This is an optimization exercise on Yosys and OpenROAD, whose aim is small area, not a production implementation.
Power and IR drop assume default switching activity.

==> module Packet_Symbol_Width_adapter, before the edit <==
module Packet_Symbol_Width_adapter #(
		parameter INPUT_SYMBOL_WIDTH  = 256,
		parameter OUTPUT_SYMBOL_WIDTH = 32
	) (
		input  wire        clock_clk,
		input  wire        reset_reset,
		output reg  [OUTPUT_SYMBOL_WIDTH-1:0] aso_out0_data,
		input  wire        aso_out0_ready,
		output wire        aso_out0_valid,
		output wire        aso_out0_endofpacket,
		output wire        aso_out0_startofpacket,
		input  wire [INPUT_SYMBOL_WIDTH-1:0] asi_in0_data,
		output wire        asi_in0_ready,
		input  wire        asi_in0_valid,
		input  wire        asi_in0_endofpacket,
		input  wire        asi_in0_startofpacket
	);
    localparam W = OUTPUT_SYMBOL_WIDTH;
    localparam N = INPUT_SYMBOL_WIDTH/OUTPUT_SYMBOL_WIDTH;
    reg        sh;
    reg  [3:0] j;
    reg        last;     
    reg        first;    
    wire shift = sh;
    wire hold  = ~(sh | (j[2] & ~j[3]));
    wire keep  = ~sh;
    wire ready = ~sh & j[3];
    wire load  = asi_in0_valid & ready & (~j[2] | asi_in0_startofpacket);
    assign asi_in0_ready          = ready;
    assign aso_out0_valid         = sh ? (j[3] | j[0]) : ~j[3];
    assign aso_out0_startofpacket = first & sh & j[3] & ~j[2];
    assign aso_out0_endofpacket   = last & ~sh & ~j[3];
    wire [W-1:0] din [0:N-1];
    reg  [W-1:0] w   [0:N-1];
    genvar k;
    generate
        for (k = 0; k < N; k = k + 1) begin : g_word
            assign din[k] = asi_in0_data[INPUT_SYMBOL_WIDTH-1-k*W -: W];
            if (k == N-1) begin : g_tail
                always @(posedge clock_clk)
                    w[k] <= din[k];
            end else if (k % 2 == 0) begin : g_inv
                always @(posedge clock_clk)
                    w[k] <= ~((din[k] | {W{shift}}) & (w[k+1] | {W{load}}));
            end else begin : g_true
                always @(posedge clock_clk)
                    w[k] <= ~((w[k+1] | {W{load}}) & ~(din[k] & {W{hold}}));
            end
        end
    endgenerate
    always @(posedge clock_clk) begin
        if (ready) begin
            first <= j[2];
            last  <= ~j[2] & asi_in0_endofpacket;
        end
    end
    always @(posedge clock_clk) begin
        j[1] <= sh & j[2];
        j[0] <= sh & j[1];
    end
    always @(posedge clock_clk or posedge reset_reset) begin
        if (reset_reset) begin
            sh     <= 1'b0;
            j[3:2] <= 2'b11;
        end
        else begin
            sh   <= load | (sh & (j[1] | ~j[0]));
            j[3] <= ~(load | (sh & j[0]));
            j[2] <= ~load & (sh ? j[3] : (j[3] ? j[2] : last));
        end
    end
    always @(posedge clock_clk or posedge reset_reset) begin
        if (reset_reset) begin
            aso_out0_data <= 0;
        end
        else begin
            aso_out0_data <= ~((w[0] | {W{hold}}) & ~(aso_out0_data & {W{keep}}));
        end
    end
endmodule
export LEC_CHECK = 0
export CAP_MARGIN = 20
export CORE_MARGIN = 2
export CORE_UTILIZATION = 70
export PLACE_DENSITY = 0.8
export SLEW_MARGIN = 20
create_clock -name core_clock -period 4.0 [get_ports {clock_clk}]
standard.sh (not shown) runs the stock make flow with config.mk's settings and CLKGATE_MAP_FILE= SYNTH_SCRIPT=/design/flow/synth_recipe.tcl, a recipe that flattens the netlist after the stock synthesis.
==> flow/flow/run.sh <==
#!/bin/bash
# Standard ORFS layout, with the port buffers made from the smallest buffer
# and a clock tree of small buffers without dummy loads.
set -euo pipefail
bash standard.sh "BUFFER_PORTS_ARGS=-buffer_cell sky130_fd_sc_hd__buf_1" \
  "CTS_ARGS=-sink_clustering_enable -repair_clock_nets -dont_use_dummy_load -buf_list sky130_fd_sc_hd__clkbuf_4 -sink_clustering_size 11 -sink_clustering_max_diameter 55" \
  finish > standard.log 2>&1
The baseline finished with timing, DRC and antenna clean.
Change:
==> flow/design.v (replaced) <==
`timescale 1 ps / 1 ps
module Packet_Symbol_Width_adapter #(
		parameter INPUT_SYMBOL_WIDTH  = 256,
		parameter OUTPUT_SYMBOL_WIDTH = 32
	) (
		input  wire        clock_clk,
		input  wire        reset_reset,
		output reg  [OUTPUT_SYMBOL_WIDTH-1:0] aso_out0_data,
		input  wire        aso_out0_ready,
		output wire        aso_out0_valid,
		output wire        aso_out0_endofpacket,
		output wire        aso_out0_startofpacket,
		input  wire [INPUT_SYMBOL_WIDTH-1:0] asi_in0_data,
		output wire        asi_in0_ready,
		input  wire        asi_in0_valid,
		input  wire        asi_in0_endofpacket,
		input  wire        asi_in0_startofpacket
	);
    localparam W = OUTPUT_SYMBOL_WIDTH;
    localparam N = INPUT_SYMBOL_WIDTH/OUTPUT_SYMBOL_WIDTH;
    localparam [3:0] P_LOAD = 4'b1000, P_LAST = 4'b0000, P_WAIT = 4'b0001, P_IDLE = 4'b0010;
    reg  [3:0] phase;
    reg        last;     
    reg        first;    
    wire shift = phase[3];
    wire hold  = ~(phase[3] | (phase[1] & phase[0]));
    wire keep  = ~(phase[3] | phase[2]);
    wire ready = ~phase[3] & (phase[1] | phase[0]);
    wire load  = asi_in0_valid & ~phase[3] & (phase[0] | (phase[1] & asi_in0_startofpacket));
    assign asi_in0_ready          = ready;
    assign aso_out0_valid         = phase[3] ? |phase[2:0] : ~(phase[1] | phase[0]);
    assign aso_out0_startofpacket = first & phase[3] & ~phase[2] & ~phase[1] & phase[0];
    assign aso_out0_endofpacket   = last & ~phase[3] & ~phase[1] & ~phase[0];
    wire [W-1:0] din [0:N-1];
    reg  [W-1:0] w   [0:N-1];
    genvar k;
    generate
        for (k = 0; k < N; k = k + 1) begin : g_word
            assign din[k] = asi_in0_data[INPUT_SYMBOL_WIDTH-1-k*W -: W];
            if (k == N-1) begin : g_tail
                always @(posedge clock_clk)
                    w[k] <= din[k];
            end else if (k % 2 == 0) begin : g_inv
                always @(posedge clock_clk)
                    w[k] <= ~((din[k] | {W{shift}}) & (w[k+1] | {W{load}}));
            end else begin : g_true
                always @(posedge clock_clk)
                    w[k] <= ~((w[k+1] | {W{load}}) & ~(din[k] & {W{hold}}));
            end
        end
    endgenerate
    always @(posedge clock_clk) begin
        if (ready) begin
            first <= phase[1];
            last  <= phase[0] & asi_in0_endofpacket;
        end
    end
    reg [3:0] phase_nx;
    always @(*) begin
        if (load)
            phase_nx = P_LOAD;
        else if (phase[3])
            phase_nx = phase + 4'd1;
        else if (~phase[1] & ~phase[0])
            phase_nx = last ? P_IDLE : P_WAIT;
        else
            phase_nx = phase;
    end
    always @(posedge clock_clk or posedge reset_reset) begin
        if (reset_reset) begin
            phase         <= P_IDLE;
            aso_out0_data <= 0;
        end
        else begin
            aso_out0_data <= ~((w[0] | {W{hold}}) & ~(aso_out0_data & {W{keep}}));
            phase <= phase_nx;
        end
    end
endmodule
Effect: The new run finished with timing, DRC and antenna clean; hold slack gains 0.040 ns; sequential share of layout area stays flat; synthesized cell count rose by 21%; core utilization goes down by 0.33 points; global-route usage drops by 1.4 points; power drops by 4.2%; synthesized area is about the same; via count increases by 4.4%; combinational power decreases by about 9%; cell count rises by 12%; maximum frequency came out higher by 6.4%; count of clock-buffer cells in the layout does not change.
No run of this note included a check of the RTL's function; only the layout flow was run.

-- static timing again, ports no longer ideal --
In the flow no input, the clock included, has a driving cell. The finished layouts below were timed again as built, in two steps. Step 1 sets driving cells, clkbuf_16 on the clock port and buf_2 on the other inputs (assumed; they add their load-dependent delay and slew). Step 2 also shifts input and output timing later by t, the mid clock arrival at the registers, as if the neighbouring blocks saw the same clock. a / b / c = ideal ports / drivers / drivers and shift; a / b = the first two.
run	t, ns	setup WS [ns]	worst setup path at the end	worst slew at a driven data input, ns
the first run	0.659	0.919 / 0.884 / 1.543	register to output	0.08
the second run	0.649	1.105 / 1.070 / 1.719	register to output	0.08
After both steps setup and hold are still met in every run listed.
